Background: an optimization exercise with open tools, aiming at a short achievable clock period and few clock cycles. Do not read the settings as production practice. RTL that was checked went through simulation tests only; none was proved equivalent to the original. No functional check of the RTL was part of run 1. Power and IR drop assume default switching activity.

## flow/design.v

```verilog
`timescale 1ns / 1ps
module mcpu_top(input clk,
                input reset,
                input [31:0] Data_in,
                output mem_w,
                output [31:0] Addr_out,
                output [31:0] Data_out);
    localparam [3:0] A_ADD = 4'd0, A_SUB = 4'd1, A_AND = 4'd2, A_OR = 4'd3,
                     A_XOR = 4'd4, A_NOR = 4'd5, A_SLT = 4'd6, A_SLTU = 4'd7,
                     A_SLL = 4'd8, A_SRL = 4'd9, A_LUI = 4'd10;
    reg [31:0] abus;
    reg [31:0] pcF;
    reg        mw;
    reg [31:0] dout;
    assign Addr_out = abus;
    assign mem_w    = mw;
    assign Data_out = dout;
    reg        mcyc;
    reg        m_we;
    reg [4:0]  m_rd;
    reg        dv;
    reg [31:0] dir;
    reg [31:0] dpc4;
    reg        ev;
    reg [3:0]  eop;
    reg [31:0] ea, eb, esd;
    reg [4:0]  esh;
    reg [4:0]  erd;
    reg        ewe;       
    reg        eldwe;     
    reg        emem, est;
    reg        ebr, ebne, epred;
    reg [31:0] ealt;
    reg [4:0]  ea_idx, eb_idx, ert_idx;
    reg        wwe;
    reg [4:0]  wrd;
    reg [31:0] wval;
    reg [31:0] rf [1:31];
    reg [31:1] rfv;       
    reg        btv;
    reg [31:0] btpc, bttgt;
    reg        dpf;       
    reg [31:0] dpc;
    wire [31:0] e_add = ea + eb;
    wire [32:0] e_dif = {1'b0, ea} - {1'b0, eb};
    wire        e_ltu = e_dif[32];
    wire        e_lts = (ea[31] ^ eb[31]) ? ea[31] : e_dif[31];
    reg  [31:0] alu;
    always @* begin
        case (eop)
            A_ADD:   alu = e_add;
            A_SUB:   alu = e_dif[31:0];
            A_AND:   alu = ea & eb;
            A_OR:    alu = ea | eb;
            A_XOR:   alu = ea ^ eb;
            A_NOR:   alu = ~(ea | eb);
            A_SLT:   alu = {31'b0, e_lts};
            A_SLTU:  alu = {31'b0, e_ltu};
            A_SLL:   alu = eb << esh;
            A_SRL:   alu = eb >> esh;
            A_LUI:   alu = {eb[31:16], ea[15:0]};
            default: alu = 32'b0;
        endcase
    end
    wire e_exec  = ev & ~mcyc;
    wire e_taken = (ea == eb) ^ ebne;
    wire e_redir = e_exec & ebr & (e_taken ^ epred);
    wire e_memst = e_exec & emem;
    wire e_wr    = ewe | eldwe;
    wire [5:0]  d_op = dir[31:26];
    wire [5:0]  d_fn = dir[5:0];
    wire [4:0]  d_rs = dir[25:21];
    wire [4:0]  d_rt = dir[20:16];
    wire [4:0]  d_rdf = dir[15:11];
    wire [31:0] d_imm = {{16{dir[15]}}, dir[15:0]};
    wire d_R    = d_op == 6'h00;
    wire d_jr   = d_R & (d_fn == 6'h08);
    wire d_addi = d_op == 6'h08;
    wire d_andi = d_op == 6'h0c;
    wire d_ori  = d_op == 6'h0d;
    wire d_xori = d_op == 6'h0e;
    wire d_slti = d_op == 6'h0a;
    wire d_sltiu = d_op == 6'h0b;
    wire d_lui  = d_op == 6'h0f;
    wire d_lw   = d_op == 6'h23;
    wire d_sw   = d_op == 6'h2b;
    wire d_beq  = d_op == 6'h04;
    wire d_bne  = d_op == 6'h05;
    wire d_j    = d_op == 6'h02;
    wire d_jal  = d_op == 6'h03;
    wire d_br   = d_beq | d_bne;
    wire d_ialu = d_addi | d_andi | d_ori | d_xori | d_slti | d_sltiu;
    reg [3:0] d_rop;
    reg       d_rok;
    always @* begin
        d_rok = 1'b1;
        case (d_fn)
            6'h20: d_rop = A_ADD;
            6'h22: d_rop = A_SUB;
            6'h24: d_rop = A_AND;
            6'h25: d_rop = A_OR;
            6'h26: d_rop = A_XOR;
            6'h27: d_rop = A_NOR;
            6'h2a: d_rop = A_SLT;
            6'h2b: d_rop = A_SLTU;
            6'h00: d_rop = A_SLL;
            6'h04: d_rop = A_SLL;
            6'h02: d_rop = A_SRL;
            default: begin d_rop = A_ADD; d_rok = 1'b0; end
        endcase
    end
    reg [3:0] d_iop;
    always @* begin
        case (d_op)
            6'h0c:   d_iop = A_AND;
            6'h0d:   d_iop = A_OR;
            6'h0e:   d_iop = A_XOR;
            6'h0a:   d_iop = A_SLT;
            6'h0b:   d_iop = A_SLTU;
            default: d_iop = A_ADD;
        endcase
    end
    wire [3:0] d_aop = d_R ? d_rop : d_lui ? A_LUI : d_jal ? A_OR : d_iop;
    wire [4:0] d_dst = d_R ? d_rdf : d_jal ? 5'd31 : d_rt;
    wire       d_we  = ((d_R & d_rok) | d_ialu | d_lui | d_jal) & (d_dst != 5'd0);
    wire       d_ldwe = d_lw & (d_rt != 5'd0);
    wire [31:0] rf_s = ((d_rs != 5'd0) & rfv[d_rs]) ? rf[d_rs] : 32'b0;
    wire [31:0] rf_t = ((d_rt != 5'd0) & rfv[d_rt]) ? rf[d_rt] : 32'b0;
    wire [31:0] w_s  = (wwe & (wrd == d_rs)) ? wval : rf_s;
    wire [31:0] w_t  = (wwe & (wrd == d_rt)) ? wval : rf_t;
    wire        fe_s = ev & ewe & (erd == d_rs);
    wire        fe_t = ev & ewe & (erd == d_rt);
    wire        a_fe = d_jal ? 1'b0 : d_lui ? fe_t : fe_s;
    wire [31:0] a_ot = d_jal ? dpc4 : d_lui ? w_t : w_s;
    wire [31:0] ea_n = a_fe ? alu : a_ot;
    wire [4:0]  a_ix = d_jal ? 5'd0 : d_lui ? d_rt : d_rs;
    wire        b_reg = d_R | d_br;
    wire        b_fe  = b_reg & fe_t;
    wire [31:0] b_ot  = b_reg ? w_t : d_lui ? {dir[15:0], 16'b0} : d_jal ? 32'b0 : d_imm;
    wire [31:0] eb_n  = b_fe ? alu : b_ot;
    wire [4:0]  b_ix  = b_reg ? d_rt : 5'd0;
    wire [31:0] sd_n  = fe_t ? alu : w_t;
    wire [31:0] d_btgt = dpc4 + {d_imm[29:0], 2'b00};
    wire        d_pred = (d_rs == d_rt) ? d_beq : dir[15];
    wire [31:0] d_jtgt = {dpc4[31:28], dir[25:0], 2'b00};
    wire jr_haz  = d_jr & ev & e_wr & (erd == d_rs);
    wire d_adv   = dv & ~mcyc & ~jr_haz & ~e_redir;
    wire d_bp    = d_br & d_pred;
    wire d_ctl   = d_j | d_jal | d_jr | d_bp;
    wire d_redir = d_adv & (d_ctl ? ~(dpf & d_bp) : dpf);
    wire [31:0] d_tgt = (d_j | d_jal) ? d_jtgt : d_jr ? w_s : d_bp ? d_btgt : dpc4;
    wire d_btw   = d_adv & d_bp & ~dpf & dir[15];
    wire        f_acc  = ~mcyc & ~e_redir & ~d_redir & (~dv | d_adv);
    wire [31:0] pcF4   = pcF + 32'd4;
    wire        f_hit  = btv & (pcF == btpc);
    wire [31:0] pcF_n  = e_redir ? ealt : d_redir ? d_tgt : f_acc ? (f_hit ? bttgt : pcF4) : pcF;
    always @(posedge clk) begin
        if (wwe)
            rf[wrd] <= wval;
    end
    always @(posedge clk or posedge reset) begin
        if (reset) begin
            abus <= 32'b0; pcF <= 32'b0; mw <= 1'b0;
            mcyc <= 1'b0; m_we <= 1'b0;
            dv <= 1'b0; ev <= 1'b0; wwe <= 1'b0;
            rfv <= 31'b0; btv <= 1'b0;
        end else begin
            pcF  <= pcF_n;
            abus <= e_memst ? alu : pcF_n;
            mw   <= e_memst & est;
            mcyc <= e_memst;
            m_we <= e_memst & eldwe;
            if (f_acc)
                dv <= 1'b1;
            else if (d_adv | e_redir)
                dv <= 1'b0;
            if (!mcyc)
                ev <= d_adv;
            wwe <= mcyc ? m_we : (ev & ewe);
            if (wwe)
                rfv[wrd] <= 1'b1;
            if (d_btw)
                btv <= 1'b1;
        end
    end
    always @(posedge clk) begin
        if (e_memst) dout <= esd;
        m_rd <= erd;
        if (f_acc) begin
            dir  <= Data_in;
            dpc4 <= pcF4;
            dpc  <= pcF;
            dpf  <= f_hit;
        end
        if (mcyc) begin
            if (m_we & (ea_idx == m_rd)) ea <= Data_in;
            if (m_we & (eb_idx == m_rd)) eb <= Data_in;
            if (m_we & (ert_idx == m_rd)) esd <= Data_in;
        end else begin
            eop     <= d_aop;
            ea      <= ea_n;
            eb      <= eb_n;
            esd     <= sd_n;
            esh     <= dir[10:6];
            erd     <= d_dst;
            ewe     <= d_we;
            eldwe   <= d_ldwe;
            emem    <= d_lw | d_sw;
            est     <= d_sw;
            ebr     <= d_br;
            ebne    <= d_bne;
            epred   <= d_pred;
            ealt    <= d_pred ? dpc4 : d_btgt;
            ea_idx  <= a_ix;
            eb_idx  <= b_ix;
            ert_idx <= d_rt;
        end
        wrd  <= mcyc ? m_rd : erd;
        wval <= mcyc ? Data_in : alu;
        if (d_btw) begin
            btpc  <= dpc;
            bttgt <= d_btgt;
        end
    end
endmodule
```

## flow/run.sh

```bash
#!/bin/bash
# synth_recipe.tcl (not shown) runs the flow's synth.tcl, then flattens the netlist and writes it again
# the make line also repeats each setting of config.mk as NAME=value (left out here)
make -C /OpenROAD-flow-scripts/flow DESIGN_CONFIG=/design/flow/config.mk WORK_HOME=/design/flow/orfs CLKGATE_MAP_FILE= SYNTH_SCRIPT=/design/flow/synth_recipe.tcl finish
```

## flow/config.mk

```make
export PLATFORM = sky130hd
export DESIGN_NAME = mcpu_top
export DESIGN_NICKNAME = mcpu_top
export VERILOG_FILES = /design/flow/design.v
export SDC_FILE = /design/flow/constraint.sdc
export NUM_CORES = 4
export LEC_CHECK = 0
export CAP_MARGIN = 20
export CORE_MARGIN = 2
export CORE_UTILIZATION = 30
export PLACE_DENSITY = 0.45
export SLEW_MARGIN = 20
```

## flow/constraint.sdc

```tcl
create_clock -name core_clock -period 12.0 [get_ports {clk}]
set_input_delay 2.4000 -clock core_clock [delete_from_list [all_inputs] [get_ports {clk}]]
set_output_delay 2.4000 -clock core_clock [all_outputs]
set_load 0.01 [all_outputs]
```

==> results.toml, run 1 <==
[status]
outcome = "timing/DRC/antenna clean"

[layout]
fin_util_pct = 34.5
drive_above_1_share_pct = 22.9
regArea_um2 = 44000
syn2layout_area_growth_pct = 14.2
layout_common_cells = "edfxtp_1, mux4_2, nand2_1"
largest_register = "rf"
nFillCells = 25600
layout.nets = 5855
largest_reg_flops = 992
fin_area_um2 = 91700
final_common_cell = "edfxtp_1"
multi_input_area_um2 = 34300

[worst_setup_path]
cp-end-kind = "flip-flop"
max_stage_delay_ps = 770
cp_slowest_cell = "o31ai_1"
endpoint = "eb[0]$_DFFE_PP_"
cp_max_fo = 12
path_class = "flip-flop to flip-flop"
r2r_cells = 19
cp.arrival_ps = 7020
cp-start-kind = "flip-flop"
crit_path_start = "eb[6]$_DFFE_PP_"
r2r-start = "eb[6]$_DFFE_PP_"
reg2reg_slack_ps = 5590
crit_chain = "inv_1, ha_1, or4_1, nor3_1, a21o_1, o31ai_1, a31oi_1, a2111oi_2, nor3_1, o211ai_1, nand2_1, fa_1, nor3b_1, a21oi_1, o311ai_0, a221oi_1, o2111a_1, a21o_1, a221oi_1"
worstReg2RegEnd = "eb[0]$_DFFE_PP_"
critical_path_required_ps = 12620

[logic_synthesis]
seq_area_frac_synth_pct = 54.8
synth.area.top_cells = "edfxtp_1, mux4_2, dfrtp_1, mux2i_1, ha_1"
synth-edff-count = 1345
yosys_warnings = 1
synth_fp_nets = 5788
ys_ff_latch = 1499
async_reset_ff_share_pct = 6.80
synth_top_cell_area_share_pct = 50.3
synthDistinctLibCells = 103
syn_inst = 5610
yosysTopAreaCell = "edfxtp_1"
yosys_most_used_dff = "edfxtp_1"
syn_area_um2 = 80300
postSynthAreaPerCell_um2 = 14.3

[timing]
rsz0062_at_grt = "no"
timing.fmax_mhz = 156
setup_slack_ps = 5590
worst_pin_slew_ps = 1260
finalCritPeriodShare_pct = 53.4
fin_skew_ps = 89.4
fin_setup_tns_ps = 0
period_minus_slack_ps = 6410
hold_viol = 0
slew_headroom_pct = 13.7
finalSetupViolations = 0
slew_viol_final = 0

[die]
dieWidth_um = 521
row_count = 189
start_util_pct = 30.2
die_y_um = 521
fp.coreArea_um2 = 266000
dieArea_um2 = 272000
io_pins = 99

[clock_tree]
clk_pin_slew_ps = 60
cts.path.max_buffers = 3
cts_resized = 0
cts_tree = "done"
cts.sinks = 1499
postCtsSetupBuffers = 0
hold_buffers = 0
clock_latency_ps = 890
cts_root_buf = "clkbuf_16"
cts_made_buffers = 175
htree_levels = 4

[place]
hpwlAfterDp_um = 219000
post-place-ws_ps = 5850
place_area_um2 = 85900
numPortBuffers = 98
gp_congestion = 0.985

[global_routing]
grt_pass1_wl_um = 458000
grt_pass1_vias = 54100
grt_use_total_pct = 24.2
gr-total-overflow = 0
antenna_found_initial = 28
grt_max_degree = 113

[drt]
wl_per_cell_um = 35.8
routed_wl_um = 335000
postRouteAntennaNets = 0
viasPerCell = 5.91
first_pass_iters = 10
num_vias = 55400
drt_iter0_drc = 7496
route.detailed.drc = 0

[hold_path]
hold_class = "flip-flop to flip-flop"

[power_and_ir_drop]
powerDensity_nw_per_um2 = 329
peakVddDrop_v = 0.000168
leakagePower_nw = 30.7

[run]
drv_cap = 0
## report_power, final
group,switching (mW),internal (mW)
Clock,2.33,3.04
Sequential,1.34,7.40
Combinational,10.4,5.65
## cells by family after synthesis
group,synth area share [%]
AO/OA/AOI/OAI,9.42
buffers and inverters,2.96
XOR/XNOR,1.64
AND/OR/NAND/NOR,6.75
adder cells (fa/ha/maj),2.29
flip-flops,54.8
multiplexers,22.2
## layout make-up
class	count	area share (%)
inverter	148	0.617
timing repair buffer	303	2.80
clock buffer	218	5.12
tap	3533	4.82
multi-input combinational	3550	37.4
sequential	1499	48.0
clock inverter	107	1.16
antenna	8	0.0218
## worst min path at each step
stage | from | to | slack, ps | cells past startpoint
global route | dpc[2]$_DFFE_PP_ | btpc[2]$_DFFE_PP_ | 420 | 0
global placement | esd[5]$_DFFE_PP_ | dout[5]$_DFFE_PP_ | 400 | 0
floorplan | dpc[10]$_DFFE_PP_ | btpc[10]$_DFFE_PP_ | 400 | 0
finish | esd[5]$_DFFE_PP_ | dout[5]$_DFFE_PP_ | 420 | 0
CTS | esd[5]$_DFFE_PP_ | dout[5]$_DFFE_PP_ | 420 | 0
detailed placement | esd[19]$_DFFE_PP_ | dout[19]$_DFFE_PP_ | 400 | 0
## synthesized netlist by cell type (17+ instances only)
master	n
a21oi_1	325
a31oi_1	33
nand2b_1	39
buf_2	101
inv_1	145
o21ai_0	236
nor2_1	353
and2_1	17
ha_1	140
dfxtp_1	52
nand3_1	75
nor4_1	38
nand4_1	28
a211oi_1	69
buf_1	47
nor2b_1	29
o21a_1	27
a221oi_1	50
mux2i_1	221
edfxtp_1	1345
a21o_1	33
xnor2_1	77
o211ai_1	47
o21bai_1	34
and3_1	22
mux4_2	649
nor3_1	93
dfrtp_1	102
or3_1	21
nand2_1	379
a222oi_1	44
xor2_1	73
mux2_2	79
clkbuf_1	236
o31ai_1	31
o221ai_1	20
## routing by layer
metal	track usage, %	wire length (µm)
met5	0	80
met4	10.5	16300
met3	4.49	26100
met2	37.9	154000
met1	32.8	139000
## per-stage QoR
step / hold WS (ps) / instances / power [mW]
detailed placement: 405 / 9033 / 24.5
CTS: 417 / 9358 / 30.0
finish: 417 / 9366 / 30.2
floorplan: 400 / 5610 / 17.5
global placement: 400 / 9033 / 24.6
global route: 422 / 9360 / 31.2
## worst max-delay path, delay by kind of cell (launching register included)
family                     cells  cell delay (ps)
AOI/OAI and AO/OA             11             3690
DFF                            1              590
adders and majority gates      2              870
buffers and inverters          1              120
and+or+nand+nor                5              900
==> inputs of run 2 (changes only) <==
--- a/flow/design.v
+++ b/flow/design.v
@@ -38,7 +38,2 @@
     reg [31:0] rf [1:31];
-    reg [31:1] rfv;       
-    reg        btv;
-    reg [31:0] btpc, bttgt;
-    reg        dpf;       
-    reg [31:0] dpc;
     wire [31:0] e_add = ea + eb;
@@ -126,4 +121,4 @@
     wire       d_ldwe = d_lw & (d_rt != 5'd0);
-    wire [31:0] rf_s = ((d_rs != 5'd0) & rfv[d_rs]) ? rf[d_rs] : 32'b0;
-    wire [31:0] rf_t = ((d_rt != 5'd0) & rfv[d_rt]) ? rf[d_rt] : 32'b0;
+    wire [31:0] rf_s = (d_rs == 5'd0) ? 32'b0 : rf[d_rs];
+    wire [31:0] rf_t = (d_rt == 5'd0) ? 32'b0 : rf[d_rt];
     wire [31:0] w_s  = (wwe & (wrd == d_rs)) ? wval : rf_s;
@@ -147,21 +142,20 @@
     wire d_adv   = dv & ~mcyc & ~jr_haz & ~e_redir;
-    wire d_bp    = d_br & d_pred;
-    wire d_ctl   = d_j | d_jal | d_jr | d_bp;
-    wire d_redir = d_adv & (d_ctl ? ~(dpf & d_bp) : dpf);
-    wire [31:0] d_tgt = (d_j | d_jal) ? d_jtgt : d_jr ? w_s : d_bp ? d_btgt : dpc4;
-    wire d_btw   = d_adv & d_bp & ~dpf & dir[15];
+    wire d_redir = d_adv & (d_j | d_jal | d_jr | (d_br & d_pred));
+    wire [31:0] d_tgt = (d_j | d_jal) ? d_jtgt : d_jr ? w_s : d_btgt;
     wire        f_acc  = ~mcyc & ~e_redir & ~d_redir & (~dv | d_adv);
     wire [31:0] pcF4   = pcF + 32'd4;
-    wire        f_hit  = btv & (pcF == btpc);
-    wire [31:0] pcF_n  = e_redir ? ealt : d_redir ? d_tgt : f_acc ? (f_hit ? bttgt : pcF4) : pcF;
-    always @(posedge clk) begin
-        if (wwe)
-            rf[wrd] <= wval;
-    end
+    wire [31:0] pcF_n  = e_redir ? ealt : d_redir ? d_tgt : f_acc ? pcF4 : pcF;
+    integer i;
     always @(posedge clk or posedge reset) begin
         if (reset) begin
-            abus <= 32'b0; pcF <= 32'b0; mw <= 1'b0;
-            mcyc <= 1'b0; m_we <= 1'b0;
-            dv <= 1'b0; ev <= 1'b0; wwe <= 1'b0;
-            rfv <= 31'b0; btv <= 1'b0;
+            abus <= 32'b0; pcF <= 32'b0; mw <= 1'b0; dout <= 32'b0;
+            mcyc <= 1'b0; m_we <= 1'b0; m_rd <= 5'b0;
+            dv <= 1'b0; dir <= 32'b0; dpc4 <= 32'b0;
+            ev <= 1'b0; eop <= 4'b0; ea <= 32'b0; eb <= 32'b0; esd <= 32'b0;
+            esh <= 5'b0; erd <= 5'b0; ewe <= 1'b0; eldwe <= 1'b0;
+            emem <= 1'b0; est <= 1'b0; ebr <= 1'b0; ebne <= 1'b0; epred <= 1'b0;
+            ealt <= 32'b0; ea_idx <= 5'b0; eb_idx <= 5'b0; ert_idx <= 5'b0;
+            wwe <= 1'b0; wrd <= 5'b0; wval <= 32'b0;
+            for (i = 1; i < 32; i = i + 1)
+                rf[i] <= 32'b0;
         end else begin
@@ -170,56 +164,50 @@
             mw   <= e_memst & est;
+            if (e_memst) dout <= esd;
             mcyc <= e_memst;
             m_we <= e_memst & eldwe;
-            if (f_acc)
-                dv <= 1'b1;
-            else if (d_adv | e_redir)
-                dv <= 1'b0;
-            if (!mcyc)
-                ev <= d_adv;
-            wwe <= mcyc ? m_we : (ev & ewe);
+            m_rd <= erd;
+            if (f_acc) begin
+                dv   <= 1'b1;
+                dir  <= Data_in;
+                dpc4 <= pcF4;
+            end else if (d_adv | e_redir) begin
+                dv   <= 1'b0;
+            end
+            if (mcyc) begin
+                if (m_we & (ea_idx == m_rd)) ea <= Data_in;
+                if (m_we & (eb_idx == m_rd)) eb <= Data_in;
+                if (m_we & (ert_idx == m_rd)) esd <= Data_in;
+            end else begin
+                ev      <= d_adv;
+                eop     <= d_aop;
+                ea      <= ea_n;
+                eb      <= eb_n;
+                esd     <= sd_n;
+                esh     <= dir[10:6];
+                erd     <= d_dst;
+                ewe     <= d_we;
+                eldwe   <= d_ldwe;
+                emem    <= d_lw | d_sw;
+                est     <= d_sw;
+                ebr     <= d_br;
+                ebne    <= d_bne;
+                epred   <= d_pred;
+                ealt    <= d_pred ? dpc4 : d_btgt;
+                ea_idx  <= a_ix;
+                eb_idx  <= b_ix;
+                ert_idx <= d_rt;
+            end
+            if (mcyc) begin
+                wwe  <= m_we;
+                wrd  <= m_rd;
+                wval <= Data_in;
+            end else begin
+                wwe  <= ev & ewe;
+                wrd  <= erd;
+                wval <= alu;
+            end
             if (wwe)
-                rfv[wrd] <= 1'b1;
-            if (d_btw)
-                btv <= 1'b1;
+                rf[wrd] <= wval;
         end
     end
-    always @(posedge clk) begin
-        if (e_memst) dout <= esd;
-        m_rd <= erd;
-        if (f_acc) begin
-            dir  <= Data_in;
-            dpc4 <= pcF4;
-            dpc  <= pcF;
-            dpf  <= f_hit;
-        end
-        if (mcyc) begin
-            if (m_we & (ea_idx == m_rd)) ea <= Data_in;
-            if (m_we & (eb_idx == m_rd)) eb <= Data_in;
-            if (m_we & (ert_idx == m_rd)) esd <= Data_in;
-        end else begin
-            eop     <= d_aop;
-            ea      <= ea_n;
-            eb      <= eb_n;
-            esd     <= sd_n;
-            esh     <= dir[10:6];
-            erd     <= d_dst;
-            ewe     <= d_we;
-            eldwe   <= d_ldwe;
-            emem    <= d_lw | d_sw;
-            est     <= d_sw;
-            ebr     <= d_br;
-            ebne    <= d_bne;
-            epred   <= d_pred;
-            ealt    <= d_pred ? dpc4 : d_btgt;
-            ea_idx  <= a_ix;
-            eb_idx  <= b_ix;
-            ert_idx <= d_rt;
-        end
-        wrd  <= mcyc ? m_rd : erd;
-        wval <= mcyc ? Data_in : alu;
-        if (d_btw) begin
-            btpc  <= dpc;
-            bttgt <= d_btgt;
-        end
-    end
 endmodule
==> results.toml, run 2 <==
[global_routing]
gr-total-overflow = 0
grt_max_degree = 169
grt_pass1_wl_um = 611000
grt_pass1_vias = 70600
antenna_found_initial = 23
grt_use_total_pct = 32.8

[logic_synthesis]
synth-edff-count = 0
synth_xor_area_share_pct = 1.56
synth_compound_area_share_pct = 20.0
async_reset_ff_share_pct = 100
syn_inst = 7749
ys_ff_latch = 1364
synth-simple-area-share_pct = 10.5
synth_mux_area_share_pct = 18.1
yosys_most_used_dff = "dfrtp_1"
yosys_warnings = 2
seq_area_frac_synth_pct = 43.3
synth.area.top_cells = "dfrtp_1, mux2_2, a22oi_1, a21oi_1, nand2_1"
synthAdderAreaFrac_pct = 2.25
synth_top_family_by_area = "compound AO/OA/AOI/OAI gates"
yosysTopAreaCell = "dfrtp_1"
synth.most_common_cell = "dfrtp_1"
ys_top_cells_by_count = "dfrtp_1, mux2_2, a22oi_1"
syn_area_um2 = 78800
synthDistinctLibCells = 96
postSynthAreaPerCell_um2 = 10.2
synth_fp_nets = 7922
synth_top_cell_area_share_pct = 43.3

[timing]
slew_headroom_pct = 6.65
setup_slack_ps = 5840
finalCritPeriodShare_pct = 51.4
slew_viol_final = 0
fin_setup_tns_ps = 0
finalSetupViolations = 0
fin_skew_ps = 60.7
hold_viol = 0
rsz0062_at_grt = "no"
timing.fmax_mhz = 162
worst_pin_slew_ps = 1390
period_minus_slack_ps = 6160

[clock_tree]
clock_latency_ps = 870
cts_made_buffers = 160
cts.sinks = 1364
clk_pin_slew_ps = 70
cts_tree = "done"
cts_root_buf = "clkbuf_16"
hold_buffers = 0
htree_levels = 4
cts_resized = 0
cts.path.max_buffers = 3
postCtsSetupBuffers = 0

[layout]
multi_input_area_um2 = 42000
final_common_cell = "dfrtp_1"
layout_common_cells = "dfrtp_1, mux2_2, a22oi_1"
largest_register = "rf"
drive_above_1_share_pct = 24.0
syn2layout_area_growth_pct = 14.2
final_cells = 11200
largest_reg_flops = 992
nFillCells = 26400
layout.nets = 7742
regArea_um2 = 34200

[die]
start_util_pct = 30.1
row_count = 188
dieArea_um2 = 267000
dieWidth_um = 516
fp.coreArea_um2 = 262000
io_pins = 99
die_y_um = 516

[drt]
postRouteAntennaNets = 0
num_vias = 74100
routed_wl_um = 451000
drt_iter0_drc = 12900
viasPerCell = 6.60
first_pass_iters = 11
route.detailed.drc = 0
wl_per_cell_um = 40.2

[worst_setup_path]
worstReg2RegEnd = "eb[13]$_DFFE_PP0P_"
cp-end-kind = "flip-flop"
cp.arrival_ps = 6870
cp-start-kind = "flip-flop"
cp_max_fo = 34
critical_path_required_ps = 12710
r2r_cells = 11
reg2reg_slack_ps = 5840
r2r-start = "dir[16]$_DFFE_PP0N_"
path_class = "flip-flop to flip-flop"

[place]
dp_cells = 10900
numPortBuffers = 98
gp_congestion = 0.976
hpwlAfterDp_um = 290000
post-place-ws_ps = 6310

[status]
outcome = "timing/DRC/antenna clean"

[power_and_ir_drop]
peakVddDrop_v = 0.000168
powerDensity_nw_per_um2 = 261
leakagePower_nw = 39.3

[run]
drv_cap = 0

[hold_path]
worstHoldPathCells = 2
holdPathEnd = "dout[18]$_DFFE_PP0P_"
hold_start = "dout[18]$_DFFE_PP0P_"
hold_class = "flip-flop to flip-flop"
[run 2: routing by layer]
layer  up-vias  wire length [µm]  GRT usage [%]
met5         -               192         0.0541
met4        20             29800           17.5
met3      1511             56400           10.7
met2      5901            188000           47.8
met1     37900            177000           42.9
li1      28800                 -              -
[run 2: how the worst max path moves through the flow]
stage / start / end / slack [ps] / cells after the start
3_3_place_gp: eb[26]$_DFFE_PP0P_ / abus[16]$_DFF_PP0_ / 6410 / 13
5_1_grt: dir[16]$_DFFE_PP0N_ / eb[13]$_DFFE_PP0P_ / 5860 / 11
4_1_cts: dir[16]$_DFFE_PP0N_ / eb[13]$_DFFE_PP0P_ / 6270 / 11
6_report: dir[16]$_DFFE_PP0N_ / eb[13]$_DFFE_PP0P_ / 5840 / 11
3_5_place_dp: dir[16]$_DFFE_PP0N_ / eb[13]$_DFFE_PP0P_ / 6310 / 11
2_1_floorplan: reset / abus[0]$_DFF_PP0_ / -9270 / 1
[run 2: logic make-up after synthesis]
family | Yosys count
adder cells (fa/ha/maj) | 139
buffers and inverters | 851
AND/OR/NAND/NOR | 1753
XOR/XNOR | 139
flip-flops | 1364
multiplexers | 1232
AO/OA/AOI/OAI | 2271
[run 2: per-stage QoR]
| step | util [%] | hold slack, ps | cell area [µm²] | total power [mW] |
|---|---|---|---|---|
| after CTS | 34.3 | 472 | 89900 | 23.0 |
| after detailed placement | 32.2 | 459 | 84200 | 17.6 |
| after global placement | 32.1 | 455 | 84100 | 17.5 |
| after floorplan | - | 433 | 78800 | 12.7 |
| final | 34.4 | 472 | 90000 | 23.5 |
| after global routing | 34.4 | 504 | 90000 | 24.1 |
[run 2: cell type report]
type	instances	share of cell area, %
well taps	3515	4.89
diodes	8	0.0222
repair buffers	374	3.49
clock buffers	231	5.23
clock inverters	58	1.16
flip-flops and latches	1364	38.0
inverters	135	0.569
multi-input cells	5534	46.7
[run 2: critical path, stage by stage, from the launching register on]
cell and delay [ps]:
dfrtp_2 640, buf_4 630, nand2b_1 650, nor2_4 310
buf_4 390, a21oi_1 250, nand4_1 130, nor4_2 990
nor3_1 110, a21oi_1 740, o221ai_1 580, mux2_2 460
[run 2: report_power, final]
part | switching (mW) | leakage (nW) | internal, mW
Sequential | 1.92 | 18.1 | 6.02
Combinational | 6.77 | 18.4 | 3.40
Clock | 2.24 | 2.78 | 3.16
Total | 10.9 | 39.3 | 12.6
Testbench counts of run 2, summed over its fixed seeds: cycles 13,835.

## afterwards: timing with drivers on the ports
In the flow no input, the clock included, has a driving cell. The finished layouts below were timed again as built, in two steps. Step 1: set_driving_cell puts a clkbuf_16 on clk and a buf_2 on each other input, an assumption about the parent block. Step 2 also shifts input and output timing later by t, the mid clock arrival at the registers, as if the neighbouring blocks saw the same clock. Three values: ideal ports, drivers, drivers and shift; two values: the first two.
run | shift t [ns] | slack for setup (ns) | worst setup path after step 2 | worst slew at a driven data input, ns | pins driven straight from the clock port
run 1 | 0.929 | 5.593 / 5.593 / 5.593 | register to register | 0.05 | 1
run 2 | 0.927 | 5.836 / 5.836 / 5.836 | register to register | 0.07 | 1
After both steps every run listed still meets setup and hold.
